This design comes from an exercise in tuning for small area on the open sky130 flow, not from production work. Where RTL was checked, it was by simulation tests only, not by an equivalence proof against the original. No activity file was given, so power comes from the tool's default toggle rates.

Setup of the baseline:
Design VectorAccumulate, start of the top module:
module VectorAccumulate #(
    parameter vector_length = 7,
    parameter data_width = 16
) (
    input wire clk,
    input wire [vector_length*data_width-1: 0] vector_in,
    output wire [data_width+$clog2(vector_length)-1: 0] vector_sum
);
reg [28:0] r1;
reg [20:0] r2;
reg [18:0] r3;
wire n1 = vector_in[0] ^ vector_in[16] ^ vector_in[32];
wire n2 = (vector_in[0] & vector_in[16]) | (vector_in[0] & vector_in[32]) | (vector_in[16] & vector_in[32]);
wire n3 = vector_in[48] ^ vector_in[64] ^ vector_in[80];
wire n4 = (vector_in[48] & vector_in[64]) | (vector_in[48] & vector_in[80]) | (vector_in[64] & vector_in[80]);
wire n5 = vector_in[96] ^ n1 ^ n3;
wire n6 = (vector_in[96] & n1) | (vector_in[96] & n3) | (n1 & n3);
wire n7 = vector_in[1] ^ vector_in[17] ^ vector_in[33];
wire n8 = (vector_in[1] & vector_in[17]) | (vector_in[1] & vector_in[33]) | (vector_in[17] & vector_in[33]);
wire n9 = vector_in[49] ^ vector_in[65] ^ vector_in[81];
wire n10 = (vector_in[49] & vector_in[65]) | (vector_in[49] & vector_in[81]) | (vector_in[65] & vector_in[81]);
wire n11 = vector_in[97] ^ n2 ^ n4;
wire n12 = (vector_in[97] & n2) | (vector_in[97] & n4) | (n2 & n4);
  ...
Size in the first run: ~170 cells after synthesis, about 69 flip-flops, roughly 130 I/O pins, roughly 3300 um2 of cells after synthesis.
export LEC_CHECK = 0
export CAP_MARGIN = 20
export CORE_MARGIN = 2
export CORE_UTILIZATION = 40
export SLEW_MARGIN = 20
create_clock -name core_clock -period 4.0 [get_ports {clk}]
standard.sh (not shown) runs the stock make flow with config.mk's settings and CLKGATE_MAP_FILE= SYNTH_SCRIPT=/design/flow/synth_recipe.tcl, a recipe that flattens the netlist after the stock synthesis.
==> flow/flow/run.sh <==
#!/bin/bash
# The standard layout (standard.sh) with these changes to how it is made:
#  - Yosys's synth runs without its early "abc -fast" pass (-noabc), so that extract_fa
#    finds the design's full and half adders in their plain form and maps them to
#    fa/ha cells without inverters on their pins;
#  - every input and output port still gets a buffer, but a buf_1 rather than the
#    delay-buffer cell buffer_ports picks by default;
#  - clock tree synthesis uses clkbuf_4 buffers and no dummy loads.
# standard.sh's make output goes to standard.log; ORFS writes each step's log under orfs/logs.
set -euo pipefail
export SYNTH_ARGS="-noabc"
export BUFFER_PORTS_ARGS="-buffer_cell sky130_fd_sc_hd__buf_1"
export CTS_ARGS="-sink_clustering_enable -repair_clock_nets -dont_use_dummy_load -buf_list sky130_fd_sc_hd__clkbuf_2 -root_buf sky130_fd_sc_hd__clkbuf_4"
bash standard.sh > standard.log 2>&1
The baseline finished end to end and its layout was clean on timing, DRC and antenna.
Changes in the candidate relative to the baseline:
-- flow/flow/run.sh --
<<< the baseline, line 13
export CTS_ARGS="-sink_clustering_enable -repair_clock_nets -dont_use_dummy_load -buf_list sky130_fd_sc_hd__clkbuf_2 -root_buf sky130_fd_sc_hd__clkbuf_4"
>>> the candidate, line 13
export CTS_ARGS="-repair_clock_nets -dont_use_dummy_load -buf_list sky130_fd_sc_hd__clkbuf_4 -root_buf sky130_fd_sc_hd__clkbuf_4 -sink_clustering_size 35 -sink_clustering_max_diameter 150"
[summary]
- The candidate against the baseline: layout-stage area growth over the synthesis result closely matched the old numbers, count of cells resized by post-cts repair flat, via count of the first global-routing pass ~0 delta.
- The baseline -> the candidate: wire length of the first global-routing pass delta 0, exact match
- Between the candidate and the baseline, the difference in slew of the pin with the lowest slew margin is negligible.
- Worst setup slack came out exactly the same in the candidate and the baseline.
- Any difference in average wire per cell in the routed design between the candidate and the baseline is small enough to ignore.
- Looking at the candidate and the baseline, the number of signal-net inverters in the final layout is a wash.
- The clock network power share on the baseline is in line with that on the candidate.
- Sequential fraction of total cell area of the candidate is on par with the baseline.
- Between the baseline and the candidate, the via count does not differ in any meaningful way.

== run A ==
Starting RTL as in the previous note.
export LEC_CHECK = 0
export CAP_MARGIN = 20
export CORE_MARGIN = 2
export CORE_UTILIZATION = 40
export SLEW_MARGIN = 20
create_clock -name core_clock -period 4.0 [get_ports {clk}]
==> flow/flow/run.sh <==
#!/bin/bash
# The standard layout (standard.sh) with these changes to how it is made:
#  - Yosys's synth runs without its early "abc -fast" pass (-noabc), so that extract_fa
#    finds the design's full and half adders in their plain form and maps them to
#    fa/ha cells without inverters on their pins;
#  - every input and output port still gets a buffer, but a buf_1 rather than the
#    delay-buffer cell buffer_ports picks by default;
#  - clock tree synthesis uses clkbuf_4 buffers and no dummy loads.
# standard.sh's make output goes to standard.log; ORFS writes each step's log under orfs/logs.
set -euo pipefail
export SYNTH_ARGS="-noabc"
export BUFFER_PORTS_ARGS="-buffer_cell sky130_fd_sc_hd__buf_1"
export CTS_ARGS="-sink_clustering_enable -repair_clock_nets -dont_use_dummy_load -buf_list sky130_fd_sc_hd__clkbuf_8 -root_buf sky130_fd_sc_hd__clkbuf_8 -sink_buffer_max_cap_derate 1.0 -sink_clustering_size 69 -sink_clustering_max_diameter 500"
bash standard.sh > standard.log 2>&1
#### Input delta (run B over run A)
--- a/flow/flow/run.sh
+++ b/flow/flow/run.sh
@@ -12,3 +12,3 @@
 export BUFFER_PORTS_ARGS="-buffer_cell sky130_fd_sc_hd__buf_1"
-export CTS_ARGS="-sink_clustering_enable -repair_clock_nets -dont_use_dummy_load -buf_list sky130_fd_sc_hd__clkbuf_8 -root_buf sky130_fd_sc_hd__clkbuf_8 -sink_buffer_max_cap_derate 1.0 -sink_clustering_size 69 -sink_clustering_max_diameter 500"
+export CTS_ARGS="-sink_clustering_enable -repair_clock_nets -dont_use_dummy_load -buf_list sky130_fd_sc_hd__clkbuf_4 -root_buf sky130_fd_sc_hd__clkbuf_4 -sink_clustering_size 25 -sink_clustering_max_diameter 100"
 bash standard.sh > standard.log 2>&1
==> comparison <==
- Run B ended with less cell area than run A.
- ~same via count of the routed design in run A and run B
- Sequential share of power (higher): run B
- Run B has clock network fraction of total power below what run A had.
- End-of-flow core utilization delta for run B relative to run A: 0.69 points lower
The inputs of run C differ from those of run B as listed below.
--- a/flow/flow/run.sh
+++ b/flow/flow/run.sh
@@ -12,3 +12,3 @@
 export BUFFER_PORTS_ARGS="-buffer_cell sky130_fd_sc_hd__buf_1"
-export CTS_ARGS="-sink_clustering_enable -repair_clock_nets -dont_use_dummy_load -buf_list sky130_fd_sc_hd__clkbuf_4 -root_buf sky130_fd_sc_hd__clkbuf_4 -sink_clustering_size 25 -sink_clustering_max_diameter 100"
+export CTS_ARGS="-sink_clustering_enable -repair_clock_nets -dont_use_dummy_load -buf_list sky130_fd_sc_hd__clkbuf_4 -root_buf sky130_fd_sc_hd__clkbuf_4"
 bash standard.sh > standard.log 2>&1
## What came out
[compare] base=run B new=run C: power drawn by the combinational cells saw little to no change, post-DP HPWL was more or less identical. Run C vs. run B: final cell utilization of the core ~0 delta; tapcell count ~0 delta; max-capacitance violation count ~0 delta; clock sink count ~0 delta; total power ~0 delta. Re design area: no difference whatsoever between run C and run B. Per the comparison of run C with run B, worst-case setup margin in the final layout held steady; proportion of cell area occupied by registers held steady; total of flip-flops plus latches after synthesis held steady.
[inputs] run D vs run C
- changing CORE_UTILIZATION from 40 to 60
==> comparison <==
- In the metrics for run C and run D, the one carrying the lower area growth from synthesis to layout is run D.
- Run D reports a higher share of cell area taken by multi-input logic gates than run C does.
- Run D and run C ended up with roughly the same clock network power share.
- Re cell area after layout: run C and run D aren't equal, and the higher value belongs to run C.
- Total of cells resized after clock tree synthesis came out exactly the same in run C and run D.
- Delta (run D minus run C): first-pass GRT wire length lower; iteration count of the initial detailed-routing pass higher; met3 global-route usage higher.
The following lists how run E was set up differently from run D:
- a change of CORE_UTILIZATION from 60 to 40
--- a/flow/flow/run.sh
+++ b/flow/flow/run.sh
@@ -12,3 +12,3 @@
 export BUFFER_PORTS_ARGS="-buffer_cell sky130_fd_sc_hd__buf_1"
-export CTS_ARGS="-sink_clustering_enable -repair_clock_nets -dont_use_dummy_load -buf_list sky130_fd_sc_hd__clkbuf_4 -root_buf sky130_fd_sc_hd__clkbuf_4"
+export CTS_ARGS="-sink_clustering_enable -repair_clock_nets -dont_use_dummy_load -buf_list sky130_fd_sc_hd__clkbuf_4 -root_buf sky130_fd_sc_hd__clkbuf_4 -sink_clustering_levels 1 -sink_clustering_size 35 -sink_clustering_max_diameter 150"
 bash standard.sh > standard.log 2>&1
==> run notes <==
Delta (run E minus run D): relative slew slack has increased; wire length after detailed routing has decreased. Run E — utilization 24 points lower, run D as reference. Compared run E against run D; number of antenna-violating nets in the routed design within noise. Compared with run D, in run E via count shrank by about 1.6%, critical path depth saw little to no change, global-route usage shrank by 6.1 points, cell area rose about 1%, area growth from synthesis to layout up 1.2 points.

Setup of v37:
Starting RTL as in the previous note.
==> flow/config.mk <==
export PLATFORM = sky130hd
export DESIGN_NAME = VectorAccumulate
export DESIGN_NICKNAME = VectorAccumulate
export VERILOG_FILES = /design/flow/design.v
export SDC_FILE = /design/flow/constraint.sdc
export NUM_CORES = 4
export LEC_CHECK = 0
export CAP_MARGIN = 20
export CORE_MARGIN = 2
export CORE_UTILIZATION = 40
export SLEW_MARGIN = 20
==> flow/constraint.sdc <==
create_clock -name core_clock -period 4.0 [get_ports {clk}]
set_input_delay 0.8000 -clock core_clock [delete_from_list [all_inputs] [get_ports {clk}]]
set_output_delay 0.8000 -clock core_clock [all_outputs]
set_load 0.01 [all_outputs]
==> flow/flow/run.sh <==
#!/bin/bash
# The standard layout (standard.sh) with these changes to how it is made:
#  - Yosys's synth runs without its early "abc -fast" pass (-noabc), so that extract_fa
#    finds the design's full and half adders in their plain form and maps them to
#    fa/ha cells without inverters on their pins;
#  - every input and output port still gets a buffer, but a buf_1 rather than the
#    delay-buffer cell buffer_ports picks by default;
#  - clock tree synthesis uses clkbuf_4 buffers and no dummy loads.
# standard.sh's make output goes to standard.log; ORFS writes each step's log under orfs/logs.
set -euo pipefail
export SYNTH_ARGS="-noabc"
export BUFFER_PORTS_ARGS="-buffer_cell sky130_fd_sc_hd__buf_1"
export CTS_ARGS="-sink_clustering_enable -repair_clock_nets -dont_use_dummy_load -buf_list sky130_fd_sc_hd__clkbuf_4 -root_buf sky130_fd_sc_hd__clkbuf_4 -sink_clustering_size 40 -sink_clustering_max_diameter 300"
bash standard.sh > standard.log 2>&1
Both conditions hold for v37: the flow ran to the end and the final layout passed the timing, DRC and antenna checks.
Edits applied to the flow inputs when going from v37 to v45:
-- flow/flow/run.sh --
<<< v37, line 11
export SYNTH_ARGS="-noabc"
export BUFFER_PORTS_ARGS="-buffer_cell sky130_fd_sc_hd__buf_1"
export CTS_ARGS="-sink_clustering_enable -repair_clock_nets -dont_use_dummy_load -buf_list sky130_fd_sc_hd__clkbuf_4 -root_buf sky130_fd_sc_hd__clkbuf_4 -sink_clustering_size 40 -sink_clustering_max_diameter 300"
bash standard.sh > standard.log 2>&1
>>> v45, line 11
export SYNTH_ARGS="-noabc"
export BUFFER_PORTS_ARGS="-buffer_cell sky130_fd_sc_hd__buf_1"
export CTS_ARGS="-repair_clock_nets -dont_use_dummy_load -buf_list sky130_fd_sc_hd__clkbuf_8 -root_buf sky130_fd_sc_hd__clkbuf_8"
bash standard.sh > standard.log 2>&1
### Flow results
- [compare] base=v37 new=v45: logic gate share of total power decreased 1.7 points; final routed wirelength across all metal layers essentially unchanged; setup slack decreased 67 ps; power of the combinational group essentially unchanged.
- Between v37 and v45, the worst hold slack figures differ only marginally.
Here is what was changed in the inputs of v59 compared with v45.
-- flow/flow/run.sh --
<<< v45, line 11
export SYNTH_ARGS="-noabc"
export BUFFER_PORTS_ARGS="-buffer_cell sky130_fd_sc_hd__buf_1"
export CTS_ARGS="-repair_clock_nets -dont_use_dummy_load -buf_list sky130_fd_sc_hd__clkbuf_8 -root_buf sky130_fd_sc_hd__clkbuf_8"
bash standard.sh > standard.log 2>&1
>>> v59, line 11
export SYNTH_ARGS="-noabc"
export BUFFER_PORTS_ARGS="-buffer_cell sky130_fd_sc_hd__buf_1"
export CTS_ARGS="-sink_clustering_enable -repair_clock_nets -dont_use_dummy_load -buf_list sky130_fd_sc_hd__clkbuf_8 -root_buf sky130_fd_sc_hd__clkbuf_8 -sink_clustering_size 35 -sink_clustering_max_diameter 200"
bash standard.sh > standard.log 2>&1
## What came out
- Looking at v59 and v45, the logic gate share of total power is a wash.
- Comparing v45 against v59, there is no change at all in summed instance area of the synthesized netlist.
- Any difference in clock-buffer cell count between v45 and v59 is small enough to ignore.
- Reported for v59 and v45, all-layer global routing usage turned out identical to the last digit.
- Comparing v45 with v59, the highest fanout seen on the critical path came out essentially unchanged.
What v9 does differently from v59 at the input level:
-- flow/flow/run.sh --
<<< v59, line 11
export SYNTH_ARGS="-noabc"
export BUFFER_PORTS_ARGS="-buffer_cell sky130_fd_sc_hd__buf_1"
export CTS_ARGS="-sink_clustering_enable -repair_clock_nets -dont_use_dummy_load -buf_list sky130_fd_sc_hd__clkbuf_8 -root_buf sky130_fd_sc_hd__clkbuf_8 -sink_clustering_size 35 -sink_clustering_max_diameter 200"
bash standard.sh > standard.log 2>&1
>>> v9, line 11
export SYNTH_ARGS="-noabc"
export BUFFER_PORTS_ARGS="-buffer_cell sky130_fd_sc_hd__buf_1"
export CTS_ARGS="-sink_clustering_enable -repair_clock_nets -dont_use_dummy_load -buf_list sky130_fd_sc_hd__clkbuf_4 -root_buf sky130_fd_sc_hd__clkbuf_4 -sink_buffer_max_cap_derate 1.0"
bash standard.sh > standard.log 2>&1
Results
Relative to v59, v9 improves maximum frequency. Setup WNS v59 -> v9: better. Fraction of registers with async set/reset: v59 vs v9 identical. Compared with v59, in v9 total wire length after detailed routing ~0 delta; synthesized cell count barely changed. Between v59 and v9, the difference in stage delay of the slowest cell on the critical path is negligible. Summary of v9 over v59: first-pass GRT wire length increased 0.41%; minimum clock period shows a reduction of 67 ps; total power now smaller; clock network power share decreased 3.9 points.

VectorAccumulate, a different RTL version from the one above (not shown whole).
For scale: ~160 cells after synthesis, ~63 flip-flops, roughly 3200 sq um of cells after synthesis.
==> flow/config.mk <==
export PLATFORM = sky130hd
export DESIGN_NAME = VectorAccumulate
export DESIGN_NICKNAME = VectorAccumulate
export VERILOG_FILES = /design/flow/design.v
export SDC_FILE = /design/flow/constraint.sdc
export NUM_CORES = 4
export LEC_CHECK = 0
export CAP_MARGIN = 20
export CORE_MARGIN = 2
export CORE_UTILIZATION = 40
export SLEW_MARGIN = 20
==> flow/constraint.sdc <==
create_clock -name core_clock -period 4.0 [get_ports {clk}]
set_input_delay 0.8000 -clock core_clock [delete_from_list [all_inputs] [get_ports {clk}]]
set_output_delay 0.8000 -clock core_clock [all_outputs]
set_load 0.01 [all_outputs]
==> flow/flow/run.sh <==
#!/bin/bash
# The standard layout (standard.sh) with these changes to how it is made:
#  - Yosys's synth runs without its early "abc -fast" pass (-noabc), so that extract_fa
#    finds the design's full and half adders in their plain form and maps them to
#    fa/ha cells without inverters on their pins;
#  - every input and output port still gets a buffer, but a buf_1 rather than the
#    delay-buffer cell buffer_ports picks by default;
#  - clock tree synthesis uses clkbuf_4 buffers and no dummy loads.
# standard.sh's make output goes to standard.log; ORFS writes each step's log under orfs/logs.
set -euo pipefail
export SYNTH_ARGS="-noabc"
export BUFFER_PORTS_ARGS="-buffer_cell sky130_fd_sc_hd__buf_1"
export CTS_ARGS="-sink_clustering_enable -repair_clock_nets -dont_use_dummy_load -buf_list sky130_fd_sc_hd__clkbuf_4 -root_buf sky130_fd_sc_hd__clkbuf_4"
bash standard.sh > standard.log 2>&1
The starting point completed and failed the layout checks on negative setup slack.
Then changed:
--- a/flow/flow/run.sh
+++ b/flow/flow/run.sh
@@ -11,2 +11,3 @@
 export SYNTH_ARGS="-noabc"
+export REMOVE_ABC_BUFFERS=1
 export BUFFER_PORTS_ARGS="-buffer_cell sky130_fd_sc_hd__buf_1"
Result: The new run produced a layout that fails on negative setup slack; fmax barely changes; cell area barely changes; worst setup slack loses 5.0 ps; core utilization is about the same; synthesized area stays the same; routed wire length decreases by 0.69%; clock power hardly moves.
No functional check of the RTL was part of any run of this note.

==> static timing again, ports no longer ideal <==
No port has a modelled driver above. Below, the same layouts with a new extraction and two added sets of constraints. Step 1 sets driving cells, clkbuf_16 on the clock port and buf_2 on the other inputs (assumed; they add their load-dependent delay and slew). Step 2, shift: input delay + t, output delay - t, t = (earliest + latest rising clock arrival at the registers) / 2. This alone moves slack from input paths to output paths. a / b / c = no drivers / after step 1 / after step 2; a / b = the first two.
run | t, ns | setup WS [ns] | slew at the worst register clock pin (ns)
the baseline | 0.392 | 0.402 / 0.402 / 0.010 | 0.10 / 0.10
the candidate | 0.392 | 0.402 / 0.402 / 0.010 | 0.10 / 0.10
run A | 0.343 | 0.336 / 0.337 / -0.005 | 0.07 / 0.07
run B | 0.392 | 0.402 / 0.402 / 0.010 | 0.10 / 0.10
run C | 0.392 | 0.402 / 0.402 / 0.010 | 0.10 / 0.10
run D | 0.390 | 0.363 / 0.365 / -0.024 | 0.10 / 0.10
run E | 0.392 | 0.402 / 0.402 / 0.010 | 0.10 / 0.10
v37 | 0.392 | 0.402 / 0.402 / 0.010 | 0.10 / 0.10
v45 | 0.343 | 0.336 / 0.337 / -0.005 | 0.07 / 0.07
v59 | 0.343 | 0.336 / 0.337 / -0.005 | 0.07 / 0.07
v9 | 0.392 | 0.402 / 0.402 / 0.010 | 0.10 / 0.10
the first run of note 4 | 0.393 | -0.009 / -0.015 / -0.409 | 0.10 / 0.10
the second run of note 4 | 0.393 | -0.014 / -0.022 / -0.415 | 0.10 / 0.10
With both steps, setup timing fails in run A, run D, v45 and v59, where it was met with ideal ports. The setup slack of the second run of note 4, which loses most, moves by -0.008 ns with the drivers and by -0.401 ns with both steps.
